Context: an optimization exercise on an open-source flow, tuned for small area. The choices shown serve that exercise and are no tape-out recipe. At most, simulation tests tie the RTL to the original design; equivalence was not proved. No functional check of the RTL was part of run 6. Power figures rest on the tool's default switching activity, not on a simulated workload.

File: flow/design.v
`timescale 1ns / 1ps
module pacman_top (
    input  wire        clk,
    input  wire        rst,
    input  wire        btn_up,
    input  wire        btn_down,
    input  wire        btn_left,
    input  wire        btn_right,
    output wire        hs,
    output wire        vs,
    output reg  [11:0] rgb
);
    function [10:0] add11;
        input [10:0] a, b;
        input        ci;
        reg c;
        integer i;
        begin
            c = ci;
            for (i = 0; i < 11; i = i + 1) begin
                add11[i] = a[i] ^ b[i] ^ c;
                c = (a[i] & b[i]) | (a[i] & c) | (b[i] & c);
            end
        end
    endfunction
    function [9:0] inc10;
        input [9:0] a;
        reg c;
        integer i;
        begin
            c = 1'b1;
            for (i = 0; i < 10; i = i + 1) begin
                inc10[i] = a[i] ^ c;
                c = c & a[i];
            end
        end
    endfunction
    function [8:0] dec9;
        input [8:0] a;
        reg b;
        integer i;
        begin
            b = 1'b1;
            for (i = 0; i < 9; i = i + 1) begin
                dec9[i] = a[i] ^ b;
                b = b & ~a[i];
            end
        end
    endfunction
    function [3:0] dstep;
        input [2:0] r;
        input       b;
        begin
            case ({r, b})
                4'd0: dstep = 4'b0_000;  4'd1: dstep = 4'b0_001;
                4'd2: dstep = 4'b0_010;  4'd3: dstep = 4'b0_011;
                4'd4: dstep = 4'b0_100;  4'd5: dstep = 4'b1_000;
                4'd6: dstep = 4'b1_001;  4'd7: dstep = 4'b1_010;
                4'd8: dstep = 4'b1_011;  4'd9: dstep = 4'b1_100;
                default: dstep = 4'bxxxx;
            endcase
        end
    endfunction
    function [7:0] dm5;
        input [6:0] x;
        reg [2:0] r;
        reg [6:0] q;
        reg [3:0] t;
        integer i;
        begin
            r = 3'd0;
            for (i = 6; i >= 0; i = i - 1) begin
                t = dstep(r, x[i]);
                q[i] = t[3];
                r = t[2:0];
            end
            dm5 = {q[4:0], r};
        end
    endfunction
    function [2:0] wcode;
        input [4:0] a;
        begin
            case (a)
                5'd0, 5'd1, 5'd2, 5'd3, 5'd4: wcode = 3'd5;
                5'd5:       wcode = 3'd4;
                5'd6, 5'd7: wcode = 3'd3;
                5'd8:       wcode = 3'd2;
                5'd9:       wcode = 3'd1;
                default:    wcode = 3'd0;
            endcase
        end
    endfunction
    function covers;
        input [2:0] c;
        input [4:0] a;
        begin
            case (c)
                3'd1: covers = (a <= 5'd4);
                3'd2: covers = (a <= 5'd5);
                3'd3: covers = (a <= 5'd7);
                3'd4: covers = (a <= 5'd8);
                3'd5: covers = (a <= 5'd9);
                default: covers = 1'b0;
            endcase
        end
    endfunction
    function [4:0] abs5;
        input [9:0] d;
        reg [4:0] n;
        reg c;
        integer i;
        begin
            c = 1'b1;
            for (i = 0; i < 5; i = i + 1) begin
                n[i] = ~d[i] ^ c;
                c = c & ~d[i];
            end
            if (d[9:5] == 5'b00000)                   abs5 = d[4:0];
            else if ((d[9:5] == 5'b11111) & ~c)       abs5 = n;
            else                                      abs5 = 5'd31;
        end
    endfunction
    function [4:0] ad20;
        input [5:0] a;
        begin
            ad20 = (a >= 6'd20) ? (a - 6'd20) : (6'd20 - a);
        end
    endfunction
    reg  [9:0] hb;             
    reg  [9:0] vb;             
    reg        blank;
    wire       hend = hb[9] & hb[8] & hb[5] & hb[4] & hb[1] & hb[0];    
    wire       vend = vb[9] & vb[5];                                    
    always @(posedge clk) begin
        if (rst) begin
            hb <= 10'd20;
            vb <= 10'd20;
        end else begin
            hb <= hend ? 10'd20 : inc10(hb);
            if (hend) vb <= vend ? 10'd20 : inc10(vb);
        end
    end
    always @(posedge clk)
        blank <= ~((hb < 10'd660) & (vb < 10'd500));
    assign hs = ~((hb >= 10'd669) & (hb <= 10'd764));
    assign vs = ~((vb == 10'd503) | (vb == 10'd504));
    wire pretick = hend & (vb == 10'd504);            
    wire tick    = (hb == 10'd20) & (vb == 10'd505);  
    wire colmode = (vb == 10'd506);                   
    wire line0e  = hend & (vb == 10'd20);
    reg  [3:0] d1;             
    reg  [3:0] step;           
    reg  [8:0] Rx;             
    reg  [7:0] Ry;
    reg        PR;             
    reg        T;              
    reg  [9:0] P;              
    reg  [8:0] Q;              
    reg        F;              
    reg        eatp;           
    wire       C320 = PR | T;
    wire [8:0] CXe  = C320 ? 9'd170 : Rx;
    wire [7:0] CYe  = C320 ? 8'd130 : Ry;
    wire       collide;
    wire       greset = rst | collide;
    wire [3:0] smv = PR ? d1 : (T ? 4'd0 : step);
    wire       anyb = btn_up | btn_down | btn_left | btn_right;
    wire [8:0] Rxp = {inc10({2'b0, Rx[8:1]}), Rx[0]};
    wire [8:0] Rxm = {dec9({1'b0, Rx[8:1]}), Rx[0]};
    wire [7:0] Ryp = {inc10({3'b0, Ry[7:1]}), Ry[0]};
    wire [7:0] Rym = {dec9({2'b0, Ry[7:1]}), Ry[0]};
    always @(posedge clk) d1 <= {btn_up, btn_down, btn_left, btn_right};
    always @(posedge clk) begin
        if (greset) begin
            Rx <= 9'd170;
            Ry <= 8'd130;
            PR <= 1'b1;
            T  <= 1'b0;
            P  <= 10'd0;
            Q  <= 9'd0;
        end else begin
            if (pretick) begin
                step <= d1;
                if (smv[2])      Ry <= (Ry <= 8'd233) ? Ryp : 8'd235;
                else if (smv[3]) Ry <= (Ry >= 8'd27)  ? Rym : 8'd25;
                if (smv[0])      Rx <= (Rx <= 9'd313) ? Rxp : 9'd315;
                else if (smv[1]) Rx <= (Rx >= 9'd27)  ? Rxm : 9'd25;
            end
            if (tick) begin
                T  <= PR & anyb;
                PR <= PR & ~anyb;
                P  <= (P == 10'd581) ? 10'd0 : inc10(P);
                Q  <= (Q == 9'd421)  ? 9'd0  : inc10({1'b0, Q});
            end
        end
    end
    wire [9:0] vbe = colmode ? {1'b0, CYe, 1'b0} : vb;
    wire [7:0] hdm = dm5(hb[9:3]);
    wire [7:0] vdm = dm5(vbe[9:3]);
    wire [4:0] hq  = hdm[7:3];
    wire [5:0] hr  = {hdm[2:0], hb[2:0]};
    wire [4:0] vq  = vdm[7:3];
    wire [5:0] vr  = {vdm[2:0], vbe[2:0]};
    wire op_slot = (hq[4:1] <= 4'd4) & ~hq[0] & (hr >= 6'd20) & (hr <= 6'd22);
    wire op_pdy  = (hq == 5'd0) & (hr == 6'd23);
    wire op_hx   = (hq == 5'd0) & (hr == 6'd24);
    wire [2:0] cj = hq[3:1];
    wire [1:0] cs = hr[1:0];           
    wire [3:0] hk = vq[3:0] - 4'd2;    
    reg  [9:0] off;
    reg        slot_ok;
    always @(*) begin
        off = 10'd0;
        slot_ok = 1'b0;
        if (op_hx) begin
            case (hk)
                4'd0: off = 10'd5;
                4'd1: off = 10'd536;
                4'd2: off = 10'd85;
                4'd3: off = 10'd456;
                4'd4: off = 10'd165;
                4'd5: off = 10'd556;
                4'd6: off = 10'd65;
                4'd7: off = 10'd476;
                4'd8: off = 10'd145;
                4'd9: off = 10'd396;
                default: off = 10'd0;
            endcase
        end else begin
            case ({cj, cs})
                {3'd0, 2'd0}: begin off = 10'd15; slot_ok = 1'b1; end
                {3'd0, 2'd1}: begin off = 10'd216; slot_ok = 1'b1; end
                {3'd0, 2'd2}: begin off = 10'd95; slot_ok = 1'b1; end
                {3'd1, 2'd0}: begin off = 10'd366; slot_ok = 1'b1; end
                {3'd1, 2'd1}: begin off = 10'd286; slot_ok = 1'b1; end
                {3'd2, 2'd0}: begin off = 10'd95; slot_ok = 1'b1; end
                {3'd2, 2'd1}: begin off = 10'd15; slot_ok = 1'b1; end
                {3'd3, 2'd0}: begin off = 10'd286; slot_ok = 1'b1; end
                {3'd4, 2'd0}: begin off = 10'd175; slot_ok = 1'b1; end
                {3'd4, 2'd1}: begin off = 10'd366; slot_ok = 1'b1; end
                default: ;
            endcase
        end
    end
    wire        isH = op_hx;
    wire [10:0] t   = add11(isH ? {1'b0, P} : {2'b0, Q}, {1'b0, off}, 1'b0);
    wire c1 = isH ? (t >= 11'd291) : (t >= 11'd211);
    wire c2 = isH ? (t >= 11'd582) : (t >= 11'd422);
    wire c3 = isH ? (t >= 11'd873) : (t >= 11'd633);
    wire neg = c1 ^ c2 ^ c3;
    reg [10:0] K;
    always @(*) begin
        case ({isH, c2, c3, c1})
            4'b1000: K = 11'd25;
            4'b1001: K = 11'd607;
            4'b1100: K = 11'd1491;
            4'b1101: K = 11'd1491;
            4'b1110: K = 11'd1189;
            4'b1111: K = 11'd1189;
            4'b0000: K = 11'd25;
            4'b0001: K = 11'd447;
            4'b0100: K = 11'd1651;
            4'b0101: K = 11'd1651;
            4'b0110: K = 11'd869;
            4'b0111: K = 11'd869;
            default: K = 11'd0;
        endcase
    end
    wire [10:0] tx   = add11(t ^ {11{neg}}, K, 1'b0);
    wire [8:0]  E    = tx[8:0];
    wire [8:0]  Ysel = op_pdy ? {1'b0, CYe} : E;
    wire [10:0] Dx   = add11({1'b0, vbe}, {1'b1, ~Ysel, 1'b1}, 1'b1);
    wire [9:0]  D    = Dx[9:0];
    wire [4:0]  Da   = abs5(D);
    wire [4:0]  Dah  = colmode ? {1'b0, Da[4:1]} : Da;
    wire [2:0]  Dw   = wcode(Dah);
    reg  [8:0] HX;
    reg  [2:0] PYw;
    reg        PYc;
    reg  [2:0] sl0, sl1, sl2;
    always @(posedge clk) begin
        if (op_hx)  HX <= E;
        if (op_pdy) begin PYw <= Dw; PYc <= (D == 10'd0); end
        if (op_slot & (cs == 2'd0)) sl0 <= slot_ok ? Dw : 3'd0;
        if (op_slot & (cs == 2'd1)) sl1 <= slot_ok ? Dw : 3'd0;
        if (op_slot & (cs == 2'd2)) sl2 <= slot_ok ? Dw : 3'd0;
    end
    wire [10:0] dxpx = add11({1'b0, hb}, {1'b1, ~CXe, 1'b1}, 1'b1);
    wire [10:0] dxhx = add11({1'b0, hb}, {1'b1, ~HX, 1'b1}, 1'b1);
    wire [9:0] dxp  = dxpx[9:0];
    wire [9:0] dxh  = dxhx[9:0];
    wire [4:0] axp  = abs5(dxp);
    wire [4:0] axh  = abs5(dxh);
    wire [4:0] axhh = colmode ? {1'b0, axh[4:1]} : axh;
    wire [4:0] ayr  = ad20(vr);
    wire [4:0] ayrh = colmode ? {1'b0, ayr[4:1]} : ayr;
    wire       hrow = (vq >= 5'd2) & (vq <= 5'd11);
    wire       hen  = hrow & covers(wcode(ayrh), axhh);
    wire       cwin = (hq >= 5'd1) & (hq <= 5'd10) & (hq[0] ? (hr >= 6'd20) : (hr <= 6'd19));
    wire [4:0] axc  = (hr <= 6'd19) ? hr[4:0] : (5'd8 - hr[4:0]);    
    wire [4:0] axch = colmode ? {1'b0, axc[4:1]} : axc;
    wire [2:0] wj   = hq[3:1] - {2'b0, ~hq[0]};                    
    wire       v0   = cwin & covers(sl0, axch);
    wire       v1   = cwin & covers(sl1, axch);
    wire       v2   = cwin & covers(sl2, axch);
    wire       ven  = v0 | v1 | v2;
    wire       ply  = covers(PYw, axp);
    assign collide = colmode & (dxp == 10'd0) & (hen | ven);
    reg  [199:0] ring;
    reg          cur;
    wire         load = (hr == {1'b0, vq});
    wire [1:0]   grp  = (hq <= 5'd5) ? 2'd0 : (hq <= 5'd10) ? 2'd1 : 2'd2;
    wire         tap  = (grp == 2'd0) ? ring[199] : (grp == 2'd1) ? ring[188] : ring[177];
    wire         cellm = (dxp[9:5] == 5'b11111) | (dxp[9:3] == 7'd0);
    wire         clr  = eatp & load & cellm & (vr >= 6'd23) & (vr <= 6'd39);
    wire         clr0 = clr & (grp == 2'd0);
    wire         clr1 = clr & (grp == 2'd1);
    wire         clr2 = clr & (grp == 2'd2);
    reg        ein;
    always @(*) begin
        case (ayr)
            5'd0, 5'd2, 5'd4, 5'd6: ein = (axp <= 5'd13);
            5'd8:                   ein = (axp <= 5'd11);
            5'd10:                  ein = (axp <= 5'd9);
            5'd12:                  ein = (axp <= 5'd7);
            default:                ein = 1'b0;
        endcase
    end
    wire eset = ~colmode & PYc & (hr == 6'd20) & ein;
    always @(posedge clk) begin
        ring <= {ring[198:189], ring[188] & ~clr1, ring[187:178], ring[177] & ~clr2,
                 ring[176:0], F | (ring[199] & ~clr0)};
        if (load) cur <= tap;
    end
    always @(posedge clk) begin
        if (greset) begin
            F    <= 1'b1;
            eatp <= 1'b0;
        end else begin
            if (line0e) F <= 1'b0;
            if (eset) eatp <= 1'b1;
            else if (clr) eatp <= 1'b0;
        end
    end
    wire [4:0] pax = ad20(hr);
    wire       pel = cur & ((ayr <= 5'd2) ? (pax <= 5'd3) : (ayr == 5'd3) ? (pax <= 5'd2) : 1'b0);
    wire wall = (hq == 5'd0) | (hq >= 5'd16) | (vq == 5'd0) | (vq >= 5'd12);
    reg [11:0] hcol, vcol;
    always @(*) begin
        case (hk)
            4'd0: hcol = 12'hF00;
            4'd1: hcol = 12'h0F0;
            4'd2: hcol = 12'h00F;
            4'd3: hcol = 12'h0FF;
            4'd4: hcol = 12'hF0F;
            4'd5: hcol = 12'hFF0;
            4'd6: hcol = 12'hF80;
            4'd7: hcol = 12'hF8F;
            4'd8: hcol = 12'h08F;
            4'd9: hcol = 12'h8F0;
            default: hcol = 12'h000;
        endcase
        vcol = 12'h000;
        case ({wj, v0 ? 2'd0 : v1 ? 2'd1 : 2'd2})
            {3'd0, 2'd0}: vcol = 12'hF44;
            {3'd0, 2'd1}: vcol = 12'h0AF;
            {3'd0, 2'd2}: vcol = 12'hA00;
            {3'd1, 2'd0}: vcol = 12'h4F4;
            {3'd1, 2'd1}: vcol = 12'h888;
            {3'd2, 2'd0}: vcol = 12'h44F;
            {3'd2, 2'd1}: vcol = 12'h8A0;
            {3'd3, 2'd0}: vcol = 12'hA50;
            {3'd4, 2'd0}: vcol = 12'hA0A;
            {3'd4, 2'd1}: vcol = 12'h00A;
            default: ;
        endcase
    end
    always @(*) begin
        if (blank)      rgb = 12'h000;
        else if (wall)  rgb = 12'h00F;
        else if (pel)   rgb = 12'hFFF;
        else if (hen)   rgb = hcol;
        else if (ven)   rgb = vcol;
        else if (ply)   rgb = 12'hFF0;
        else            rgb = 12'h000;
    end
endmodule
File: flow/flow/run.sh
#!/bin/bash
# Layout flow: the standard synthesis, then its combinational logic mapped
# again by ABC for area (registers untouched), then the standard layout.
set -eo pipefail
R=orfs/results/$FLOW_PLATFORM/pacman_top/base
LIB=$FLOW_HOME/platforms/$FLOW_PLATFORM/lib/sky130_fd_sc_hd__tt_025C_1v80.lib
PCFG=$FLOW_HOME/platforms/$FLOW_PLATFORM/config.mk
if [ -z "$YOSYS_EXE" ]; then
  if command -v yosys > /dev/null; then export YOSYS_EXE=$(command -v yosys);
  else export YOSYS_EXE=$FLOW_HOME/../tools/install/yosys/bin/yosys; fi
fi
bash standard.sh synth > std_synth.log 2>&1
cp $R/1_2_yosys.v synth_std.v
mkdir -p reopt
python3 flow/reopt.py $LIB $PCFG synth_std.v reopt/reopt.v reopt > reopt.log 2>&1
cp reopt/reopt.v $R/1_2_yosys.v
touch $R/1_2_yosys.v
bash standard.sh > std_layout.log 2>&1
File: flow/flow/mkcells.py
#!/usr/bin/env python3
"""Write Verilog models of the combinational sky130hd cells from the liberty file."""
import re, sys
lib = open(sys.argv[1]).read()
out = []
# split into cells
for m in re.finditer(r'\n\s*cell\s*\(\s*"?(\w+)"?\s*\)\s*\{', lib):
    name = m.group(1)
    start = m.end()
    depth = 1; i = start
    while depth:
        c = lib[i]
        if c == '{': depth += 1
        elif c == '}': depth -= 1
        i += 1
    body = lib[start:i]
    if re.search(r'\b(ff|latch|statetable)\s*\(', body):
        continue
    pins = []
    for pm in re.finditer(r'\n\s*pin\s*\(\s*"?(\w+)"?\s*\)\s*\{', body):
        pn = pm.group(1)
        s = pm.end(); d = 1; j = s
        while d:
            c = body[j]
            if c == '{': d += 1
            elif c == '}': d -= 1
            j += 1
        pb = body[s:j]
        dirm = re.search(r'direction\s*:\s*"?(\w+)"?', pb)
        fm = re.search(r'\n\s*function\s*:\s*"([^"]*)"', pb)
        pins.append((pn, dirm.group(1) if dirm else None, fm.group(1) if fm else None))
    ins = [p for p in pins if p[1] == 'input']
    outs = [p for p in pins if p[1] == 'output']
    if not outs or any(f is None for _, _, f in outs):
        continue
    def conv(f):
        f = f.replace('!', '~').replace('+', '|').replace('*', '&')
        # implicit AND by space between operands: "A B" -> "A & B"
        f = re.sub(r'(?<=[\w\)])\s+(?=[\w\(~])', ' & ', f)
        return f
    ports = [p[0] for p in ins] + [p[0] for p in outs]
    s = "module %s(%s);\n" % (name, ", ".join(ports))
    for p in ins: s += "  input %s;\n" % p[0]
    for p in outs: s += "  output %s;\n  assign %s = %s;\n" % (p[0], p[0], conv(p[2]))
    s += "endmodule\n"
    out.append(s)
print("".join(out))
File: flow/flow/reopt.py
#!/usr/bin/env python3
"""Maps the combinational logic of the standard synthesis netlist again with
ABC for area.  Registers (and their names and cell types) are left as they are.

usage: reopt.py LIB PLATFORM_CONFIG IN.v OUT.v WORKDIR
"""
import os, re, subprocess, sys

lib, pcfg, vin, vout, wd = sys.argv[1:6]
here = os.path.dirname(os.path.abspath(__file__))
yosys = os.environ.get("YOSYS_EXE") or "yosys"

# dont-use cells of the platform
cfg = open(pcfg).read()
m = re.search(r"DONT_USE_CELLS\s*\+?=((?:[^\n]*\\\n)*[^\n]*)", cfg)
du = re.findall(r"sky130_fd_sc_hd__\w+", m.group(1)) if m else []
duargs = " ".join("-dont_use " + c for c in du)

cells = os.path.join(wd, "cells.v")
with open(cells, "w") as f:
    subprocess.run([sys.executable, os.path.join(here, "mkcells.py"), lib], stdout=f, check=True)

abc = os.path.join(wd, "area.abc")
open(abc, "w").write(
    "strash; &get -n; &fraig -x; &put; dc2; strash; &get -n; &deepsyn -T 30; "
    "&dch -f; &nf -R 1000 -F 10 -A 10 -E 100; &put\n")

ys = os.path.join(wd, "reopt.ys")
open(ys, "w").write(f"""
read_verilog {cells}
read_liberty -lib -ignore_redef {lib}
read_verilog {vin}
hierarchy -top {os.environ.get('FLOW_TOP', 'pacman_top')}
flatten
opt -purge
techmap
opt -purge
abc -liberty {lib} {duargs} -script {abc}
opt_clean -purge
read_liberty -lib -ignore_redef {lib}
hilomap -singleton -hicell sky130_fd_sc_hd__conb_1 HI -locell sky130_fd_sc_hd__conb_1 LO
insbuf -buf sky130_fd_sc_hd__buf_4 A X
opt_clean -purge
tee -o {os.path.join(wd, 'reopt_stat.txt')} stat -liberty {lib}
check -assert -mapped
write_verilog -noattr -nohex -nodec {vout}
""")
subprocess.run([yosys, "-q", "-l", os.path.join(wd, "reopt_yosys.log"), ys], check=True)

# registers must be the same instances, names and cell types
def regs(path):
    txt = open(path).read()
    return sorted(re.findall(r"^\s*(sky130_fd_sc_hd__\w*df\w*)\s+(\S+)\s*\(", txt, re.M))
a, b = regs(vin), regs(vout)
if a != b:
    sys.exit("register mismatch: %d vs %d" % (len(a), len(b)))
print("registers kept:", len(a))
File: flow/standard.sh
#!/bin/bash
# synth_recipe.tcl (not shown) runs the flow's synth.tcl, then flattens the netlist and writes it again
# the make line also repeats each setting of config.mk as NAME=value (left out here)
make -C /OpenROAD-flow-scripts/flow DESIGN_CONFIG=/design/flow/config.mk WORK_HOME=/design/flow/orfs CLKGATE_MAP_FILE= SYNTH_SCRIPT=/design/flow/synth_recipe.tcl "${@:-finish}"
File: flow/config.mk
export PLATFORM = sky130hd
export DESIGN_NAME = pacman_top
export DESIGN_NICKNAME = pacman_top
export VERILOG_FILES = /design/flow/design.v
export SDC_FILE = /design/flow/constraint.sdc
export NUM_CORES = 8
export LEC_CHECK = 0
export CAP_MARGIN = 20
export CORE_MARGIN = 2
export CORE_UTILIZATION = 40
export SLEW_MARGIN = 20
File: flow/constraint.sdc
create_clock -name core_clock -period 40.0 [get_ports {clk}]
set_input_delay 8.0000 -clock core_clock [delete_from_list [all_inputs] [get_ports {clk}]]
set_output_delay 8.0000 -clock core_clock [all_outputs]
set_load 0.01 [all_outputs]
==> results of run 1 <==
==> power by group through the flow <==
stage / Sequential, µW / Clock, µW / Combinational [µW]
5_1_grt: 300 / 298 / 102
3_5_place_dp: 307 / 0 / 90.6
6_report: 300 / 280 / 92.3
2_1_floorplan: 306 / 0 / 68.5
3_3_place_gp: 307 / 0 / 89.6
4_1_cts: 300 / 288 / 91.1
==> cells in the final DEF, fill, tap and decap left out, types with 14 or more instances in the layout <==
master and instances:
sky130_fd_sc_hd__nand2_1 132, sky130_fd_sc_hd__o21ai_0 86, sky130_fd_sc_hd__a21oi_1 113, sky130_fd_sc_hd__xnor2_1 64, sky130_fd_sc_hd__nor2_1 137, sky130_fd_sc_hd__nand2b_1 25, sky130_fd_sc_hd__dfxtp_1 265, sky130_fd_sc_hd__nor3_1 35
sky130_fd_sc_hd__nor2b_1 22, sky130_fd_sc_hd__o21a_1 16, sky130_fd_sc_hd__clkinv_1 38, sky130_fd_sc_hd__nand3_1 29, sky130_fd_sc_hd__xor2_1 30, sky130_fd_sc_hd__clkbuf_16 32, sky130_fd_sc_hd__edfxtp_1 27, sky130_fd_sc_hd__clkdlybuf4s50_1 19
sky130_fd_sc_hd__and2_0 14
==> worst max-delay path, delay by kind of cell (launching register included) <==
family | cells | cell delay (ns)
DFF | 1 | 0.45
buffers and inverters | 5 | 1.15
AOI/OAI and AO/OA | 13 | 3.74
and+or+nand+nor | 13 | 2.44
==> sequential cells by signal (all words and copies together) (netlist names), 3 cells and up <==
signal	flops
Ry	8
ring	200
d1	4
sl1	3
Q	9
hb	10
step	4
Rx	9
sl0	3
HX	9
vb	10
P	10
sl2	3
PYw	3
==> worst min-delay path by stage <==
stage | startpoint | to | slack, ns | cells past startpoint
2_1_floorplan | ring[99]$_DFF_P_ | ring[100]$_DFF_P_ | 0.31 | 0
3_3_place_gp | ring[194]$_DFF_P_ | ring[195]$_DFF_P_ | 0.31 | 0
3_5_place_dp | ring[116]$_DFF_P_ | ring[117]$_DFF_P_ | 0.31 | 0
4_1_cts | ring[187]$_DFF_P_ | ring[188]$_DFF_P_ | 0.31 | 0
5_1_grt | ring[142]$_DFF_P_ | ring[143]$_DFF_P_ | 0.32 | 0
6_report | ring[187]$_DFF_P_ | ring[188]$_DFF_P_ | 0.30 | 0
==> stage by stage <==
stage          area [µm²]  utilization  hold slack (ns)
5_1_grt             13400        0.468            0.325
3_3_place_gp        12400        0.433            0.310
6_report            13400        0.468            0.301
4_1_cts             13400        0.468            0.314
2_1_floorplan       11600            -            0.310
3_5_place_dp        12400        0.433            0.312
==> layer usage <==
metal,wire length (µm),global-route usage
met4,966,0.0655
met2,12800,0.306
met3,1670,0.0322
met5,0,0
met1,13400,0.259
==> layout make-up <==
type                       count  area share
sequential                   292       0.457
multi-input combinational    921       0.400
clock buffer                  44      0.0669
tap                          384      0.0359
timing repair buffer          31      0.0209
inverter                      38      0.0107
clock inverter                 9     0.00869
==> run notes, run 1 <==
- P_sw: 173 µW
- Class of the tightest hold or removal check: flop to flop
- Total negative slack: 0 ns
- Portion of total power attributed to combinational logic: 0.137
- Leakage Power: between 0.004 and 0.005 µW
- Clock slew at reported path FFs: around 0.070 ns
- Max cap viols: 0
- Resized Gates After CTS: 0
- Area occupied by multi-input gates: 5360 µm²
- Hold-fix buffer count after cts: 0
- Buffer type at the clock tree root: sky130_fd_sc_hd__clkbuf_16
- Core region area: ~29000 µm²
- Routed length per placed instance: around 17 µm
- Non-filler instance count after layout: ~1700
- Post-detailed-route via-to-cell ratio: approximately 5.4
- Total track usage: 0.190
- Clock Path Buffers: 3
- Number of antenna violations at the first check in global routing: 0
- Number of port buffers: 19
- Synth Instances: around 1300
- Area growth from synthesis to layout: 15.4%
- Max IR drop VDD: ~0.035 mV
- TritonCTS clock tree: done
- Timing endpoint of the critical path: rgb[5]
- Violation count after the first detailed-routing iteration: 642
- Die extent in x: around 170 µm
- Num rows: between 60 and 70
- Leftover overflow at the end of global routing: 0
- Pins over their slew limit: 0
- Fraction of layout instances using a drive strength above 1: 0.0449
- Final worst path period need: 16.34 ns
- Master of the slowest instance on the critical path: sky130_fd_sc_hd__clkdlybuf4s50_1
- Die Outline Area: between 30000 and 40000 µm²
- Vias in the first global route: around 9000
- Height of the die: approximately 170 µm
- Clock network fraction of design power: 0.416
- Wire length of the first global-routing pass: approximately 47000 µm
- WS Path Type: flop to primary output
- Average instance area after synthesis: about 9.3 µm²
- Cell Area, Synth: about 12000 µm²
- Reg-to-reg slack, setup: approximately 25 ns
- Sequential cell fraction of total power: 0.446
- Worst setup margin: 23.66 ns
- Run status: finished clean
- Largest net degree at the start of global routing: 27
- Final hold violations: 0
- DRC violation count after routing: 0
- Final-report setup violation count: 0
- CP Data Arrival Time: approximately 8.3 ns
- Kind of capture point of the worst setup path: primary output
- Antenna violation net count after detailed routing: 0
- Cell occurring most often along the worst timing path: sky130_fd_sc_hd__nor2_1
- Launching point of the worst reg2reg path: vb[9]$_SDFFE_PP0P_
- DR vias: between 9000 and 10000
- FMAX: between 60 and 70 MHz
- Post-layout total power: 672 µW
- Startpoint type of the worst setup path: flop
- Delay of the slowest critical-path stage: 0.59 ns
- Starting density of the core: 0.406
- Critical Path Fanout Max: 11
- Postcts setup bufs: 0
- Ys Warns: 1
- Post-Place Worst Slack: approximately 24 ns
- Sequential cell area in the final layout: 6120 µm²
- Overall routed net length: 28900 µm
- Final HPWL from detailed placement: slightly above 20000 µm
- I/O pin count: 20
- Net total in the final layout: 1319
- Required time of the worst setup path: between 30 and 40 ns
- Cell-internal power: ~500 µW
- First element of the critical path: vb[9]$_SDFFE_PP0P_
- Period utilisation layout: 0.409
- Insertion delay of the later-clocked pin in the worst-skew pair: about 0.57 ns
- Number of diodes: 0
- Endpoint of the lowest-slack register-to-register path: sl0[1]$_DFFE_PP_
- Power per cell area: approximately 50 nW/µm²
- Initial DRT Pass Iterations: 5
- Routability Congestion: between 0.9 and 1
- Setup repair after global routing missed its margin: no
- Number of levels the H-tree was split into: 1
- Clock tree skew after final layout: about 0.027 ns
- CTS Buf Count: 29
- Switching Share: 0.257
- Number of sinks driven by the clock tree: a little under 300
- R2R cell count: 63
- Post-synth net total: between 1000 and 1500
- # placed instances: between 1500 and 2000
- Headroom to the max-slew limit: 0.395
- Fill cell count: approximately 2700
- Tightest Pin Transition: ~0.91 ns
==> run 2: changes to the inputs <==
--- a/flow/config.mk
+++ b/flow/config.mk
@@ -7,5 +7,8 @@
 export LEC_CHECK = 0
 export CAP_MARGIN = 20
 export CORE_MARGIN = 2
-export CORE_UTILIZATION = 40
+export CORE_UTILIZATION = 60
+export CTS_BUF_LIST = sky130_fd_sc_hd__clkbuf_4 sky130_fd_sc_hd__clkbuf_8
+export CTS_CLUSTER_DIAMETER = 80
+export CTS_CLUSTER_SIZE = 20
 export SLEW_MARGIN = 20
==> run notes, run 2 <==
- Run status: finished clean
- Post-synth net total: between 1000 and 1500
- Average instance area after synthesis: slightly above 9 µm²
- DR vias: slightly above 9000
- Insertion delay of the later-clocked pin in the worst-skew pair: about 0.56 ns
- Post-route standard cell area excluding fillers: about 13000 µm²
- CP Data Arrival Time: 8.25 ns
- Launching point of the worst reg2reg path: vb[9]$_SDFFE_PP0P_
- Final worst path period need: roughly 16 ns
- Height of the die: ~140 µm
- Timing endpoint of the critical path: rgb[5]
- Leftover overflow at the end of global routing: 0
- Synth Instances: between 1000 and 1500
- Clock slew at reported path FFs: between 0.1 and 0.15 ns
- Vias in the first global route: roughly 8400
- Post-detailed-route via-to-cell ratio: around 6
- WS Path Type: flop to primary output
- Area growth from synthesis to layout: 8.23%
- I/O pin count: 20
- Master of the slowest instance on the critical path: sky130_fd_sc_hd__o31ai_1
- Buffer type at the clock tree root: sky130_fd_sc_hd__clkbuf_8
- Final hold violations: 0
- Max reg flops: 200
- Delay of the slowest critical-path stage: just under 1 ns
- R2R cell count: 60
- Final-report setup violation count: 0
- Number of antenna violations at the first check in global routing: 0
- Ys Warns: 1
- Routability Congestion: approximately 1.0
- # placed instances: around 1500
- Cell class contributing the biggest share of worst-path delay: compound AO/OA/AOI/OAI gates
- Fraction of layout instances using a drive strength above 1: 0.0298
- Critical Path Fanout Max: 11
- TritonCTS clock tree: done
- Placement-stage cell area: 12200 µm²
- Kind of capture point of the worst setup path: primary output
- Resized Gates After CTS: 0
- Headroom to the max-slew limit: 0.252
- Leakage Power: around 0.0045 µW
- Postcts setup bufs: 0
- Total track usage: 0.267
- Reg with most FFs: ring
- Number of diodes: 0
- Max IR drop VDD: 0.0432 mV
- Violation count after the first detailed-routing iteration: 669
- Hold-fix buffer count after cts: 0
- Starting density of the core: 0.616
- Crit path buf inv count: 4
- Top library cells by usage in the layout, fill and taps aside: sky130_fd_sc_hd__dfxtp_1, sky130_fd_sc_hd__nor2_1, sky130_fd_sc_hd__nand2_1
- Antenna violation net count after detailed routing: 0
- Clock tree skew after final layout: roughly 0.033 ns
- Number of sinks driven by the clock tree: slightly below 300
- Max cap viols: 0
- Largest net degree at the start of global routing: 26
- Sequential cell area in the final layout: roughly 6100 µm²
- Overall routed net length: 26900 µm
- Pins over their slew limit: 0
- Number of levels the H-tree was split into: 1
- Net total in the final layout: 1308
- FMAX: about 62 MHz
- Clock Path Buffers: 3
- Final HPWL from detailed placement: 19800 µm
- Num rows: 50
- Cell depth of the worst setup path: 31
- Class of the tightest hold or removal check: flop to flop
- Required time of the worst setup path: 32.00 ns
- Most common cell after layout, fill and taps aside: sky130_fd_sc_hd__dfxtp_1
- Endpoint of the lowest-slack register-to-register path: sl2[1]$_DFFE_PP_
- Wire length of the first global-routing pass: about 43000 µm
- Die extent in x: around 140 µm
- Die Outline Area: slightly above 20000 µm²
- CTS Buf Count: 19
- Cell Area, Synth: roughly 12000 µm²
- Reg-to-reg slack, setup: between 20 and 25 ns
- Power per cell area: between 40 and 50 nW/µm²
- Initial DRT Pass Iterations: 6
- Non-filler instance count after layout: roughly 1600
- Total negative slack: 0 ns
- First element of the critical path: vb[9]$_SDFFE_PP0P_
- Tightest Pin Transition: 1.11 ns
- Routed length per placed instance: 17.2 µm
- Number of port buffers: 19
- Period utilisation layout: 0.406
- Setup repair after global routing missed its margin: no
- Area occupied by multi-input gates: 5360 µm²
- Fill cell count: between 1500 and 2000
- DRC violation count after routing: 0
- Core region area: roughly 19000 µm²
- Startpoint type of the worst setup path: flop
[run 2: layout make-up]
class | instances | area share
flip-flops and latches | 292 | 0.487
multi-input cells | 921 | 0.427
well taps | 260 | 0.0259
clock buffers | 21 | 0.0220
repair buffers | 30 | 0.0217
inverters | 38 | 0.0114
clock inverters | 5 | 0.00558
[run 2: power by group]
group / switching (µW) / internal [µW] / total, µW
clock network: 87.7 / 53.8 / 141
logic: 58.2 / 33.5 / 91.8
registers: 1.87 / 298 / 300
[run 2: layer usage]
metal  global-route usage  vias up  wire length [µm]
li1                     -     4553                 -
met1                0.365     4329             12100
met2                0.425      301             12100
met3               0.0456       78              1680
met4                0.102        0              1060
met5                    0        -                 0
[run 2: stage by stage]
stage,util,setup slack (ns),hold slack (ns),total power [µW]
after floorplan,-,26.09,0.310,375
after global routing,0.667,22.91,0.320,557
final,0.667,23.75,0.307,533
after global placement,0.649,25.00,0.311,393
after detailed placement,0.649,24.62,0.312,395
after CTS,0.667,23.93,0.316,535
[run 2: worst min-delay path by stage]
stage | startpoint | end | slack (ns) | depth (start not counted)
6_report | ring[173]$_DFF_P_ | ring[174]$_DFF_P_ | 0.31 | 0
5_1_grt | ring[63]$_DFF_P_ | ring[64]$_DFF_P_ | 0.32 | 0
4_1_cts | ring[173]$_DFF_P_ | ring[174]$_DFF_P_ | 0.32 | 0
3_5_place_dp | ring[169]$_DFF_P_ | ring[170]$_DFF_P_ | 0.31 | 0
3_3_place_gp | ring[122]$_DFF_P_ | ring[123]$_DFF_P_ | 0.31 | 0
2_1_floorplan | ring[99]$_DFF_P_ | ring[100]$_DFF_P_ | 0.31 | 0
[run 2: worst register-to-register path: cells and delay by family, from the launching register on]
kind,cells,cell delay (ns)
buf+inv,1,0.08
fa+ha+maj,6,2.21
flops,1,0.45
compound gates,27,7.13
simple gates,21,3.98
xor+xnor,5,1.48
==> run 3: changes to the inputs <==
--- a/flow/flow/run.sh
+++ b/flow/flow/run.sh
@@ -15,4 +15,4 @@
 python3 flow/reopt.py $LIB $PCFG synth_std.v reopt/reopt.v reopt > reopt.log 2>&1
 cp reopt/reopt.v $R/1_2_yosys.v
 touch $R/1_2_yosys.v
-bash standard.sh > std_layout.log 2>&1
+bash standard.sh "BUFFER_PORTS_ARGS=-buffer_cell sky130_fd_sc_hd__buf_1" finish > std_layout.log 2>&1
--- a/flow/config.mk
+++ b/flow/config.mk
@@ -8,7 +8,7 @@
 export CAP_MARGIN = 20
 export CORE_MARGIN = 2
 export CORE_UTILIZATION = 60
-export CTS_BUF_LIST = sky130_fd_sc_hd__clkbuf_4 sky130_fd_sc_hd__clkbuf_8
-export CTS_CLUSTER_DIAMETER = 80
-export CTS_CLUSTER_SIZE = 20
+export CTS_BUF_LIST = sky130_fd_sc_hd__clkbuf_16
+export CTS_CLUSTER_DIAMETER = 60
+export CTS_CLUSTER_SIZE = 25
 export SLEW_MARGIN = 20
==> run notes, run 3 <==
- Run status: finished clean
- Postcts setup bufs: 0
- Class of the tightest hold or removal check: flop to flop
- Number of port buffers: 19
- Power per cell area: approximately 47 nW/µm²
- Post-synth net total: ~1300
- Most common cell after layout, fill and taps aside: sky130_fd_sc_hd__dfxtp_1
- Net total in the final layout: 1307
- Startpoint type of the worst setup path: flop
- Tightest Pin Transition: 1.08 ns
- Hold-fix buffer count after cts: 0
- FMAX: approximately 63 MHz
- WS Path Type: flop to primary output
- Instance count along the most critical hold path: 0
- Period utilisation layout: 0.399
- Antenna violation net count after detailed routing: 0
- Reg-to-reg slack, setup: approximately 25 ns
- Cell occurring most often along the worst timing path: sky130_fd_sc_hd__nor2_1
- Total negative slack: 0 ns
- Final-report setup violation count: 0
- Cell Area, Synth: between 10000 and 15000 µm²
- Final HPWL from detailed placement: around 19000 µm
- Delay of the slowest critical-path stage: ~0.96 ns
- Max IR drop VDD: between 0.03 and 0.04 mV
- Num rows: 50
- Resized Gates After CTS: 0
- Height of the die: roughly 140 µm
- Met1 Track Usage GR: 0.374
- Synth Instances: 1251
- Post-detailed-route via-to-cell ratio: between 5 and 6
- Number of sinks driven by the clock tree: 292
- TritonCTS clock tree: done
- Final hold violations: 0
- Die extent in x: between 100 and 150 µm
- DR vias: roughly 9200
- Buffer type at the clock tree root: sky130_fd_sc_hd__clkbuf_16
- Average instance area after synthesis: between 9 and 10 µm²
- Endpoint of the lowest-slack register-to-register path: sl2[1]$_DFFE_PP_
- Number of antenna violations at the first check in global routing: 0
- Top library cells by usage in the layout, fill and taps aside: sky130_fd_sc_hd__dfxtp_1, sky130_fd_sc_hd__nor2_1, sky130_fd_sc_hd__nand2_1
- Clock slew at reported path FFs: 0.09 ns
- Starting density of the core: 0.616
- CTS Buf Count: 19
- Vias in the first global route: 8382
- Critical Path Fanout Max: 11
- CP Data Arrival Time: between 7 and 8 ns
- Clock tree skew after final layout: 0.0177 ns
- Area growth from synthesis to layout: 9.53%
- Setup repair after global routing missed its margin: no
- Core utilization of the finished layout: 0.675
- Pins over their slew limit: 0
- Kind of capture point of the worst setup path: primary output
- Overall routed net length: 27000 µm
- Reg with most FFs: ring
- Routability Congestion: about 0.99
- Most used routing layer: met2
- Largest net degree at the start of global routing: 27
- Total track usage: 0.264
- Required time of the worst setup path: 32.00 ns
- Core region area: 18800 µm²
- Master of the slowest instance on the critical path: sky130_fd_sc_hd__o31ai_1
- Final worst path period need: 15.97 ns
- Die Outline Area: 20500 µm²
- Max reg flops: 200
- Insertion delay of the later-clocked pin in the worst-skew pair: about 0.52 ns
- Leftover overflow at the end of global routing: 0
- Worst Hold Endpoint: ring[142]$_DFF_P_
- Headroom to the max-slew limit: 0.274
- Number of levels the H-tree was split into: 1
- DRC violation count after routing: 0
- Max cap viols: 0
- Launching point of the worst reg2reg path: vb[9]$_SDFFE_PP0P_
- Worst hold start: ring[141]$_DFF_P_
- Routed length per placed instance: 17.2 µm
- R2R cell count: just over 60
- Wire length of the first global-routing pass: 43100 µm
- Initial DRT Pass Iterations: 7
- Ys Warns: 1
- Fraction of layout instances using a drive strength above 1: 0.0313
- Number of diodes: 0
- Global Route met2 Usage: 0.410
- Leakage Power: approximately 0.0046 µW
- Global routing met3 resource utilization: 0.0493
- Clock Path Buffers: 3
- I/O pin count: 20
- Violation count after the first detailed-routing iteration: around 690
[run 3: cell types whose count changed in the layout (fill, tap and decap cells not counted), moves of 2 or more]
cell	change
sky130_fd_sc_hd__clkinvlp_4	-2
sky130_fd_sc_hd__clkbuf_4	-2
sky130_fd_sc_hd__clkbuf_16	+19
sky130_fd_sc_hd__clkbuf_8	-19
sky130_fd_sc_hd__inv_12	+3
sky130_fd_sc_hd__clkdlybuf4s50_1	-19
sky130_fd_sc_hd__buf_1	+19
[run 3: through the flow]
| stage | power [µW] | hold slack, ns | area (µm²) | setup slack [ns] | instances |
|---|---|---|---|---|---|
| floorplan | 375 | 0.310 | 11600 | 26.09 | 1251 |
| global placement | 395 | 0.310 | 12100 | 24.97 | 1540 |
| detailed placement | 396 | 0.312 | 12100 | 24.85 | 1540 |
| CTS | 596 | 0.329 | 12700 | 24.21 | 1570 |
| global route | 618 | 0.333 | 12700 | 23.12 | 1570 |
| finish | 594 | 0.326 | 12700 | 24.03 | 1570 |
[run 3: how the worst max path moves through the flow]
stage / slack (ns) / cells after the start / from / endpoint
3_3_place_gp: 24.97 / 30 / vb[9]$_SDFFE_PP0P_ / rgb[5]
4_1_cts: 24.21 / 30 / vb[9]$_SDFFE_PP0P_ / rgb[5]
5_1_grt: 23.12 / 30 / vb[9]$_SDFFE_PP0P_ / rgb[5]
3_5_place_dp: 24.85 / 30 / vb[9]$_SDFFE_PP0P_ / rgb[5]
2_1_floorplan: 26.09 / 30 / vb[9]$_SDFFE_PP0P_ / rgb[5]
6_report: 24.03 / 30 / vb[9]$_SDFFE_PP0P_ / rgb[5]
[run 3: cell type report]
type | count | area (µm²)
flip-flops and latches | 292 | 6120
fillers | 1541 | 6120
multi-input cells | 921 | 5360
clock buffers | 19 | 475
well taps | 260 | 325
clock inverters | 11 | 148
repair buffers | 29 | 146
inverters | 38 | 143
[run 3: metal layers]
layer / vias up / part of all wire
li1: 4564 / -
met1: 4310 / 0.46
met2: 311 / 0.44
met3: 59 / 0.070
met4: 0 / 0.027
met5: - / 0
[run 3: where the power goes]
group	total [µW]	leakage [µW]	internal [µW]	switching, µW
logic	92.4	0.00188	33.2	59.2
clock network	202	0.000307	94.0	108
registers	300	0.00240	298	1.75
total	594	0.00459	425	169
[run 3: critical path: cells and delay by family (launching register included)]
family / cells / cell delay [ns]
DFF: 1 / 0.45
buffers and inverters: 4 / 0.52
AOI/OAI and AO/OA: 13 / 4.14
and+or+nand+nor: 13 / 2.33
==> run 4: changes to the inputs <==
--- a/flow/config.mk
+++ b/flow/config.mk
@@ -8,7 +8,7 @@
 export CAP_MARGIN = 20
 export CORE_MARGIN = 2
 export CORE_UTILIZATION = 60
-export CTS_BUF_LIST = sky130_fd_sc_hd__clkbuf_16
-export CTS_CLUSTER_DIAMETER = 60
-export CTS_CLUSTER_SIZE = 25
+export CTS_BUF_LIST = sky130_fd_sc_hd__clkbuf_4
+export CTS_CLUSTER_DIAMETER = 40
+export CTS_CLUSTER_SIZE = 10
 export SLEW_MARGIN = 20
==> run notes, run 4 <==
- Initial DRT Pass Iterations: 5
- Power per cell area: ~44 nW/µm²
- Cell occurring most often along the worst timing path: sky130_fd_sc_hd__nor2_1
- Critical Path Fanout Max: 11
- Placement-stage cell area: approximately 12000 µm²
- Hold-fix buffer count after cts: 0
- Number of antenna violations at the first check in global routing: 1
- Vias in the first global route: 8452
- Portion of total power attributed to combinational logic: 0.168
- Reg with most FFs: ring
- Headroom to the max-slew limit: 0.274
- WS Path Type: flop to primary output
- Insertion delay of the later-clocked pin in the worst-skew pair: between 0.6 and 0.7 ns
- Wire length of the first global-routing pass: between 40000 and 50000 µm
- Synth Instances: roughly 1300
- Cell Area, Synth: 11600 µm²
- Max IR drop VDD: around 0.041 mV
- CP Data Arrival Time: roughly 8 ns
- Post-route standard cell area excluding fillers: 12500 µm²
- Post-detailed-route via-to-cell ratio: 5.82
- Cell-internal power: ~400 µW
- Antenna violation net count after detailed routing: 0
- Number of port buffers: 19
- Ys Warns: 1
- Leftover overflow at the end of global routing: 0
- Total track usage: 0.264
- Final hold violations: 0
- Leakage Power: 0.00452 µW
- Average instance area after synthesis: 9.28 µm²
- Delay of the slowest critical-path stage: around 0.96 ns
- Routed length per placed instance: between 15 and 20 µm
- Kind of capture point of the worst setup path: primary output
- DR vias: between 9000 and 10000
- Post-synth net total: 1257
- FMAX: around 62 MHz
- Post-layout total power: 551 µW
- Largest net degree at the start of global routing: 27
- Class of the tightest hold or removal check: flop to flop
- Net total in the final layout: approximately 1300
- Num rows: 50
- Most common cell after layout, fill and taps aside: sky130_fd_sc_hd__dfxtp_1
- Starting density of the core: 0.616
- P_sw: 155 µW
- I/O pin count: 20
- CTS Buf Count: 39
- Overall routed net length: roughly 27000 µm
- Final-report setup violation count: 0
- Violation count after the first detailed-routing iteration: 743
- Final HPWL from detailed placement: a little under 20000 µm
- Worst hold margin: ~0.32 ns
- Resized Gates After CTS: 0
- Required time of the worst setup path: between 30 and 40 ns
- Clock Path Buffers: 3
- Core region area: around 19000 µm²
- Total negative slack: 0 ns
- Area growth from synthesis to layout: 8.05%
- Master of the slowest instance on the critical path: sky130_fd_sc_hd__o31ai_1
- Routability Congestion: about 0.99
- Switching Share: 0.281
- Startpoint type of the worst setup path: flop
- Top library cells by usage in the layout, fill and taps aside: sky130_fd_sc_hd__dfxtp_1, sky130_fd_sc_hd__nor2_1, sky130_fd_sc_hd__nand2_1
- Max reg flops: 200
- Tightest Pin Transition: 1.08 ns
- Run status: finished clean
- Die extent in x: 143 µm
- Sequential cell fraction of total power: 0.544
- Clock network fraction of design power: 0.289
- Number of sinks driven by the clock tree: about 290
- Max cap viols: 0
- Clock tree skew after final layout: a little over 0.03 ns
- DRC violation count after routing: 0
- Core utilization of the finished layout: 0.666
- Height of the die: 143 µm
- Fill cell count: 1601
- Fraction of layout instances using a drive strength above 1: 0.0479
- TritonCTS clock tree: done
- Clock slew at reported path FFs: 0.10 ns
- Period utilisation layout: 0.401
- Final worst path period need: between 15 and 20 ns
- Setup repair after global routing missed its margin: no
- Buffer type at the clock tree root: sky130_fd_sc_hd__clkbuf_4
- Number of levels the H-tree was split into: 2
- Postcts setup bufs: 0
- Pins over their slew limit: 0
- Die Outline Area: 20500 µm²
## run 4: power by group through the flow
stage,combinational [µW],sequential [µW],clock (µW)
after floorplan,68.5,306,0
after global placement,88.5,306,0
after detailed placement,89.4,306,0
after CTS,89.8,300,165
after global routing,101,300,177
final,92.4,300,159
## run 4: worst paths after layout
| kind | start | end | slack (ns) | depth (start not counted) |
|---|---|---|---|---|
| worst max register to register | vb[9]$_SDFFE_PP0P_ | sl0[1]$_DFFE_PP_ | 25.03 | 61 |
| worst max-delay path | vb[9]$_SDFFE_PP0P_ | rgb[5] | 23.96 | 30 |
| worst min register to register | ring[114]$_DFF_P_ | ring[115]$_DFF_P_ | 0.32 | 0 |
| worst min-delay path | ring[114]$_DFF_P_ | ring[115]$_DFF_P_ | 0.32 | 0 |
## run 4: worst max-delay path: cells and delay by family, from the launching register on
kind,cells,cell delay [ns]
buffers and inverters,4,0.52
flip-flops,1,0.45
AND/OR/NAND/NOR,13,2.31
AO/OA/AOI/OAI,13,4.12
## run 4: per-layer routing
layer  vias up  part of all wire  global-route usage
li1       4607                 -                   -
met1      4335              0.46               0.371
met2       293              0.44               0.402
met3        56             0.068              0.0513
met4         0             0.028               0.101
met5         -                 0                   0
## run 4: final cells by class
class	count	area, µm²	area share
multi-input combinational	921	5360	0.427
clock buffer	43	323	0.0257
timing repair buffer	29	146	0.0117
clock inverter	12	126	0.0101
antenna	1	2.50	0.000200
sequential	292	6120	0.488
inverter	38	143	0.0114
tap	260	325	0.0259
## run 4: per-stage QoR
step	cells	worst slack [ns]
floorplan	1251	26.09
global placement	1540	24.97
detailed placement	1540	24.85
CTS	1595	24.14
global route	1596	23.04
finish	1596	23.96
==> run 5: changes to the inputs <==
--- a/flow/config.mk
+++ b/flow/config.mk
@@ -8,7 +8,7 @@
 export CAP_MARGIN = 20
 export CORE_MARGIN = 2
 export CORE_UTILIZATION = 60
-export CTS_BUF_LIST = sky130_fd_sc_hd__clkbuf_4
-export CTS_CLUSTER_DIAMETER = 40
-export CTS_CLUSTER_SIZE = 10
+export CTS_BUF_LIST = sky130_fd_sc_hd__clkbuf_8
+export CTS_CLUSTER_DIAMETER = 50
+export CTS_CLUSTER_SIZE = 15
 export SLEW_MARGIN = 20
==> run notes, run 5 <==
- Average instance area after synthesis: 9.28 µm²
- Most common cell after layout, fill and taps aside: sky130_fd_sc_hd__dfxtp_1
- CP Data Arrival Time: ~8.0 ns
- Reg with most FFs: ring
- Total negative slack: 0 ns
- Master of the slowest instance on the critical path: sky130_fd_sc_hd__o31ai_1
- Violation count after the first detailed-routing iteration: 637
- Die Outline Area: a little over 20000 µm²
- Ys Warns: 1
- Worst setup margin: between 20 and 25 ns
- Initial DRT Pass Iterations: 7
- Hold-fix buffer count after cts: 0
- Routed length per placed instance: approximately 17 µm
- Die extent in x: between 100 and 150 µm
- Pins over their slew limit: 0
- Final-report setup violation count: 0
- Num rows: 50
- Max IR drop VDD: 0.0444 mV
- I/O pin count: 20
- Post-synth net total: approximately 1300
- Headroom to the max-slew limit: 0.295
- Max reg flops: 200
- Period utilisation layout: 0.400
- Fill cell count: around 1600
- Cell occurring most often along the worst timing path: sky130_fd_sc_hd__nor2_1
- Post-detailed-route via-to-cell ratio: slightly below 6
- FMAX: ~63 MHz
- Startpoint type of the worst setup path: flop
- Required time of the worst setup path: around 32 ns
- Clock Path Buffers: 3
- Core region area: approximately 19000 µm²
- Routability Congestion: a little under 1
- Synth Instances: between 1000 and 1500
- Final hold violations: 0
- Fraction of layout instances using a drive strength above 1: 0.0357
- Top library cells by usage in the layout, fill and taps aside: sky130_fd_sc_hd__dfxtp_1, sky130_fd_sc_hd__nor2_1, sky130_fd_sc_hd__nand2_1
- Leakage Power: 0.00453 µW
- Worst hold margin: about 0.32 ns
- Antenna violation net count after detailed routing: 0
- Setup repair after global routing missed its margin: no
- Resized Gates After CTS: 0
- Largest net degree at the start of global routing: 27
- Wire length of the first global-routing pass: 42700 µm
- Net total in the final layout: roughly 1300
- Cell Area, Synth: about 12000 µm²
- DR vias: 9197
- WS Path Type: flop to primary output
- Height of the die: approximately 140 µm
- Area growth from synthesis to layout: 8.26%
- Buffer type at the clock tree root: sky130_fd_sc_hd__clkbuf_8
- Leftover overflow at the end of global routing: 0
- Class of the tightest hold or removal check: flop to flop
- Final worst path period need: between 15 and 20 ns
- Vias in the first global route: 8368
- Number of diodes: 0
- Kind of capture point of the worst setup path: primary output
- Run status: finished clean
- Tightest Pin Transition: approximately 1.0 ns
- Number of antenna violations at the first check in global routing: 0
- Delay of the slowest critical-path stage: approximately 0.94 ns
- Max cap viols: 0
- Clock tree skew after final layout: between 0.02 and 0.025 ns
- Insertion delay of the later-clocked pin in the worst-skew pair: between 0.5 and 0.6 ns
- Critical Path Fanout Max: 11
- Final HPWL from detailed placement: about 19000 µm
- TritonCTS clock tree: done
- Clock slew at reported path FFs: approximately 0.090 ns
- Overall routed net length: ~27000 µm
- Postcts setup bufs: 0
- Number of levels the H-tree was split into: 1
- Power per cell area: around 44 nW/µm²
- Starting density of the core: 0.616
- Total track usage: 0.262
- CTS Buf Count: 26
- Post-Place Worst Slack: approximately 25 ns
- DRC violation count after routing: 0
- Number of port buffers: 19
- Number of sinks driven by the clock tree: just under 300
==> run 5: layout make-up <==
type | instances | area, µm² | share of cell area
Clock buffer | 26 | 358 | 0.0285
Clock inverter | 11 | 118 | 0.00936
Inverter | 38 | 143 | 0.0114
Multi-Input combinational cell | 921 | 5360 | 0.427
Sequential cell | 292 | 6120 | 0.487
Tap cell | 260 | 325 | 0.0259
Timing Repair Buffer | 29 | 146 | 0.0116
==> run 5: per-stage QoR <==
stage	instances	area, µm²	utilization	total power, µW
3_5_place_dp	1540	12100	0.642	396
3_3_place_gp	1540	12100	0.642	395
4_1_cts	1577	12600	0.667	559
6_report	1577	12600	0.667	557
5_1_grt	1577	12600	0.667	582
2_1_floorplan	1251	11600	-	375
==> run 5: path summary, 6_finish.rpt <==
| path | start | to | slack [ns] | cells after the start |
|---|---|---|---|---|
| worst max-delay path | vb[9]$_SDFFE_PP0P_ | rgb[5] | 24.01 | 30 |
| worst min-delay path | ring[91]$_DFF_P_ | ring[92]$_DFF_P_ | 0.32 | 0 |
| worst max register to register | vb[9]$_SDFFE_PP0P_ | sl0[1]$_DFFE_PP_ | 25.04 | 61 |
| worst min register to register | ring[91]$_DFF_P_ | ring[92]$_DFF_P_ | 0.32 | 0 |
==> run 5: routing by layer <==
| layer | routed length (µm) | track usage | up-vias |
|---|---|---|---|
| li1 | - | - | 4568 |
| met1 | 12400 | 0.371 | 4246 |
| met2 | 11500 | 0.399 | 314 |
| met3 | 1950 | 0.0543 | 69 |
| met4 | 839 | 0.0891 | 0 |
| met5 | 0 | 0 | - |
==> run 5: critical path, delay by kind of cell, from the launching register on <==
family                 cells  cell delay, ns
buffers and inverters      4            0.52
AOI/OAI and AO/OA         13            4.10
DFF                        1            0.45
and+or+nand+nor           13            2.33
==> run 5: report_power, final <==
| group | leakage (µW) | total [µW] | switching, µW | internal [µW] |
|---|---|---|---|---|
| registers | 0.00240 | 300 | 1.73 | 298 |
| clock network | 0.000253 | 165 | 96.0 | 69.3 |
| logic | 0.00188 | 92.5 | 59.3 | 33.1 |
| total | 0.00453 | 557 | 157 | 400 |
==> run 6: changes to the inputs <==
--- a/flow/design.v
+++ b/flow/design.v
@@ -306,16 +306,63 @@
     wire       ven  = v0 | v1 | v2;
     wire       ply  = covers(PYw, axp);
     assign collide = colmode & (dxp == 10'd0) & (hen | ven);
-    reg  [199:0] ring;
+    reg  [174:0] ring;
     reg          cur;
-    wire         load = (hr == {1'b0, vq});
     wire [1:0]   grp  = (hq <= 5'd5) ? 2'd0 : (hq <= 5'd10) ? 2'd1 : 2'd2;
-    wire         tap  = (grp == 2'd0) ? ring[199] : (grp == 2'd1) ? ring[188] : ring[177];
+    reg  [3:0]   ldo;
+    always @(*) begin
+        case ({vq[3:0], grp})
+            {4'd1, 2'd0}: ldo = 4'd0;
+            {4'd1, 2'd1}: ldo = 4'd0;
+            {4'd1, 2'd2}: ldo = 4'd0;
+            {4'd2, 2'd0}: ldo = 4'd0;
+            {4'd2, 2'd1}: ldo = 4'd1;
+            {4'd2, 2'd2}: ldo = 4'd1;
+            {4'd3, 2'd0}: ldo = 4'd0;
+            {4'd3, 2'd1}: ldo = 4'd1;
+            {4'd3, 2'd2}: ldo = 4'd2;
+            {4'd4, 2'd0}: ldo = 4'd0;
+            {4'd4, 2'd1}: ldo = 4'd1;
+            {4'd4, 2'd2}: ldo = 4'd2;
+            {4'd5, 2'd0}: ldo = 4'd0;
+            {4'd5, 2'd1}: ldo = 4'd1;
+            {4'd5, 2'd2}: ldo = 4'd2;
+            {4'd6, 2'd0}: ldo = 4'd1;
+            {4'd6, 2'd1}: ldo = 4'd1;
+            {4'd6, 2'd2}: ldo = 4'd2;
+            {4'd7, 2'd0}: ldo = 4'd2;
+            {4'd7, 2'd1}: ldo = 4'd2;
+            {4'd7, 2'd2}: ldo = 4'd2;
+            {4'd8, 2'd0}: ldo = 4'd3;
+            {4'd8, 2'd1}: ldo = 4'd3;
+            {4'd8, 2'd2}: ldo = 4'd3;
+            {4'd9, 2'd0}: ldo = 4'd3;
+            {4'd9, 2'd1}: ldo = 4'd4;
+            {4'd9, 2'd2}: ldo = 4'd4;
+            {4'd10, 2'd0}: ldo = 4'd3;
+            {4'd10, 2'd1}: ldo = 4'd4;
+            {4'd10, 2'd2}: ldo = 4'd9;
+            {4'd11, 2'd0}: ldo = 4'd3;
+            {4'd11, 2'd1}: ldo = 4'd9;
+            {4'd11, 2'd2}: ldo = 4'd9;
+            default: ldo = 4'd0;
+        endcase
+    end
+    wire         load = (hr == {2'b00, ldo});
+    reg          tap;
+    always @(*) begin
+        case (vr[2:0])    
+            3'd1: tap = ring[0];
+            3'd2: tap = ring[100];
+            3'd3: tap = ring[25];
+            3'd4: tap = ring[125];
+            3'd5: tap = ring[50];
+            3'd6: tap = ring[150];
+            default: tap = ring[75];
+        endcase
+    end
     wire         cellm = (dxp[9:5] == 5'b11111) | (dxp[9:3] == 7'd0);
-    wire         clr  = eatp & load & cellm & (vr >= 6'd23) & (vr <= 6'd39);
-    wire         clr0 = clr & (grp == 2'd0);
-    wire         clr1 = clr & (grp == 2'd1);
-    wire         clr2 = clr & (grp == 2'd2);
+    wire         clr  = eatp & load & cellm & ((vr == 6'd23) | (vr == 6'd30) | (vr == 6'd37));
     reg        ein;
     always @(*) begin
         case (ayr)
@@ -328,8 +375,7 @@
     end
     wire eset = ~colmode & PYc & (hr == 6'd20) & ein;
     always @(posedge clk) begin
-        ring <= {ring[198:189], ring[188] & ~clr1, ring[187:178], ring[177] & ~clr2,
-                 ring[176:0], F | (ring[199] & ~clr0)};
+        ring <= {ring[173:76], ring[75] & ~clr, ring[74:0], F | ring[174]};
         if (load) cur <= tap;
     end
     always @(posedge clk) begin
==> run notes, run 6 <==
- Clock slew at reported path FFs: ~0.090 ns
- Max cap viols: 0
- Cell-internal power: 393 µW
- Final worst path period need: 16.68 ns
- Master of the slowest instance on the critical path: sky130_fd_sc_hd__o21ai_0
- Cell Area, Synth: approximately 11000 µm²
- Initial DRT Pass Iterations: 8
- Period utilisation layout: 0.417
- Number of sinks driven by the clock tree: 267
- Number of antenna violations at the first check in global routing: 0
- Switching Share: 0.309
- Overall routed net length: roughly 28000 µm
- Non-filler instance count after layout: between 1500 and 2000
- P_sw: about 180 µW
- I/O pin count: 20
- Top library cells by usage in the layout, fill and taps aside: sky130_fd_sc_hd__dfxtp_1, sky130_fd_sc_hd__nor2_1, sky130_fd_sc_hd__nand2_1
- Final-report setup violation count: 0
- Leakage Power: between 0.004 and 0.005 µW
- Most common cell after layout, fill and taps aside: sky130_fd_sc_hd__dfxtp_1
- Area growth from synthesis to layout: 8.17%
- Insertion delay of the later-clocked pin in the worst-skew pair: 0.57 ns
- Violation count after the first detailed-routing iteration: slightly below 900
- CP Data Arrival Time: ~8.7 ns
- Total negative slack: 0 ns
- Leftover overflow at the end of global routing: 0
- Reg with most FFs: ring
- Antenna violation net count after detailed routing: 0
- Endpoint of the lowest-slack register-to-register path: sl0[2]$_DFFE_PP_
- Run status: finished clean
- Synth Instances: between 1000 and 1500
- Tightest Pin Transition: 0.990 ns
- TritonCTS clock tree: done
- Routability Congestion: about 0.95
- Critical Path Fanout Max: 18
- Number of diodes: 0
- Starting density of the core: 0.610
- Sequential cell fraction of total power: 0.495
- Final hold violations: 0
- DR vias: roughly 9500
- DRC violation count after routing: 0
- Launching point of the worst reg2reg path: vb[5]$_SDFFE_PP0P_
- Hold-fix buffer count after cts: 0
- WS Path Type: flop to primary output
- Number of port buffers: 19
- Max IR drop VDD: roughly 0.038 mV
- Post-synth net total: ~1300
- Clock Path Buffers: 3
- Ys Warns: 1
- Crit path buf inv count: 2
- Core region area: 18700 µm²
- Clock network fraction of design power: 0.282
- Die Outline Area: about 20000 µm²
- Power per cell area: 46.1 nW/µm²
- Startpoint type of the worst setup path: flop
- Vias in the first global route: about 8700
- Num rows: 50
- FMAX: around 60 MHz
- Cell occurring most often along the worst timing path: sky130_fd_sc_hd__nor2_1
- Kind of capture point of the worst setup path: primary output
- Reg-to-reg slack, setup: between 20 and 25 ns
- Number of levels the H-tree was split into: 1
- Cell class contributing the biggest share of worst-path delay: compound AO/OA/AOI/OAI gates
- Setup repair after global routing missed its margin: no
- Average instance area after synthesis: roughly 9 µm²
- Final HPWL from detailed placement: ~20000 µm
- R2R cell count: between 50 and 60
- Total track usage: 0.274
- Clock tree skew after final layout: 0.0185 ns
- Delay of the slowest critical-path stage: roughly 0.75 ns
- Headroom to the max-slew limit: 0.334
- Class of the tightest hold or removal check: flop to flop
- Pins over their slew limit: 0
- Wire length of the first global-routing pass: about 44000 µm
- Die extent in x: 142 µm
- Height of the die: 142 µm
- Fraction of layout instances using a drive strength above 1: 0.0358
- Post-detailed-route via-to-cell ratio: between 6 and 7
- Worst hold start: ring[13]$_DFF_P_
- Postcts setup bufs: 0
- Largest net degree at the start of global routing: 33
- Resized Gates After CTS: 0
- Routed length per placed instance: 17.5 µm
- Fill cell count: roughly 1600
- Portion of total power attributed to combinational logic: 0.223
- Max reg flops: approximately 180
- Instance count along the most critical hold path: 0
- # placed instances: about 1500
- Net total in the final layout: about 1300
- Required time of the worst setup path: ~32 ns
- Worst Hold Endpoint: ring[14]$_DFF_P_
- Buffer type at the clock tree root: sky130_fd_sc_hd__clkbuf_8
- CTS Buf Count: 25
run 6: per-layer routing:
metal	GRT usage	share of wire	vias to the layer above
met1	0.375	0.46	4451
li1	-	-	4687
met4	0.0853	0.028	0
met5	0	0	-
met3	0.0437	0.062	61
met2	0.449	0.45	285
run 6: final cells by class:
cell class | instances | area [µm²] | share of cell area
sequential | 267 | 5620 | 0.455
timing repair buffer | 29 | 144 | 0.0117
tap | 234 | 293 | 0.0237
clock inverter | 14 | 128 | 0.0103
multi-input combinational | 961 | 5640 | 0.457
clock buffer | 26 | 358 | 0.0290
inverter | 45 | 169 | 0.0137
run 6: worst max-delay path by stage:
stage	startpoint	endpoint	slack, ns	depth (start not counted)
floorplan	vb[5]$_SDFFE_PP0P_	rgb[3]	25.20	31
global placement	vb[5]$_SDFFE_PP0P_	rgb[11]	23.84	33
detailed placement	vb[5]$_SDFFE_PP0P_	rgb[11]	23.45	33
CTS	vb[5]$_SDFFE_PP0P_	rgb[11]	22.79	33
global route	vb[5]$_SDFFE_PP0P_	rgb[11]	22.68	33
finish	vb[5]$_SDFFE_PP0P_	rgb[11]	23.32	33
run 6: through the flow:
| stage | worst slack (ns) | hold slack [ns] | util | cell area, µm² | total power, µW |
|---|---|---|---|---|---|
| finish | 23.32 | 0.327 | 0.660 | 12300 | 569 |
| global route | 22.68 | 0.332 | 0.660 | 12300 | 594 |
| CTS | 22.79 | 0.328 | 0.660 | 12300 | 569 |
| detailed placement | 23.45 | 0.312 | 0.634 | 11900 | 412 |
| global placement | 23.84 | 0.310 | 0.634 | 11900 | 410 |
| floorplan | 25.20 | 0.310 | - | 11400 | 385 |
run 6: power by group through the flow:
stage | Combinational, µW | Clock [µW] | Sequential (µW)
after CTS | 125 | 163 | 282
after detailed placement | 124 | 0 | 288
after global placement | 122 | 0 | 288
after floorplan | 97.6 | 0 | 287
final | 127 | 160 | 282
after global routing | 139 | 173 | 282

## port drivers added, routing unchanged
Ports are ideal in the flow. The routed layouts listed here were re-timed in OpenROAD.
Step 1 (the two cells are an assumption about what drives the block):
set clk [get_ports {clk}]
set_driving_cell -lib_cell sky130_fd_sc_hd__clkbuf_16 $clk
set_driving_cell -lib_cell sky130_fd_sc_hd__buf_2 [delete_from_list [all_inputs] $clk]
Step 2 also shifts input and output timing later by t, the mid clock arrival at the registers, as if the neighbouring blocks saw the same clock.
Three values: ideal, step 1, step 2; two values: the first two.
| run | t, ns | setup WS [ns] | worst hold slack (ns) | clock arrival spread, ns |
|---|---|---|---|---|
| run 1 | 0.601 | 23.658 / 23.610 / 24.211 | 0.301 / 0.301 / 0.301 | 0.028 / 0.029 |
| run 2 | 0.584 | 23.749 / 23.709 / 24.293 | 0.307 / 0.307 / 0.307 | 0.038 / 0.038 |
| run 3 | 0.559 | 24.026 / 23.983 / 24.542 | 0.326 / 0.326 / 0.326 | 0.018 / 0.018 |
| run 4 | 0.682 | 23.957 / 23.917 / 24.599 | 0.322 / 0.322 / 0.322 | 0.030 / 0.030 |
| run 5 | 0.609 | 24.014 / 23.973 / 24.583 | 0.324 / 0.324 / 0.324 | 0.021 / 0.021 |
| run 6 | 0.599 | 23.317 / 23.274 / 23.873 | 0.327 / 0.327 / 0.327 | 0.019 / 0.018 |
After both steps every run listed still meets setup and hold.
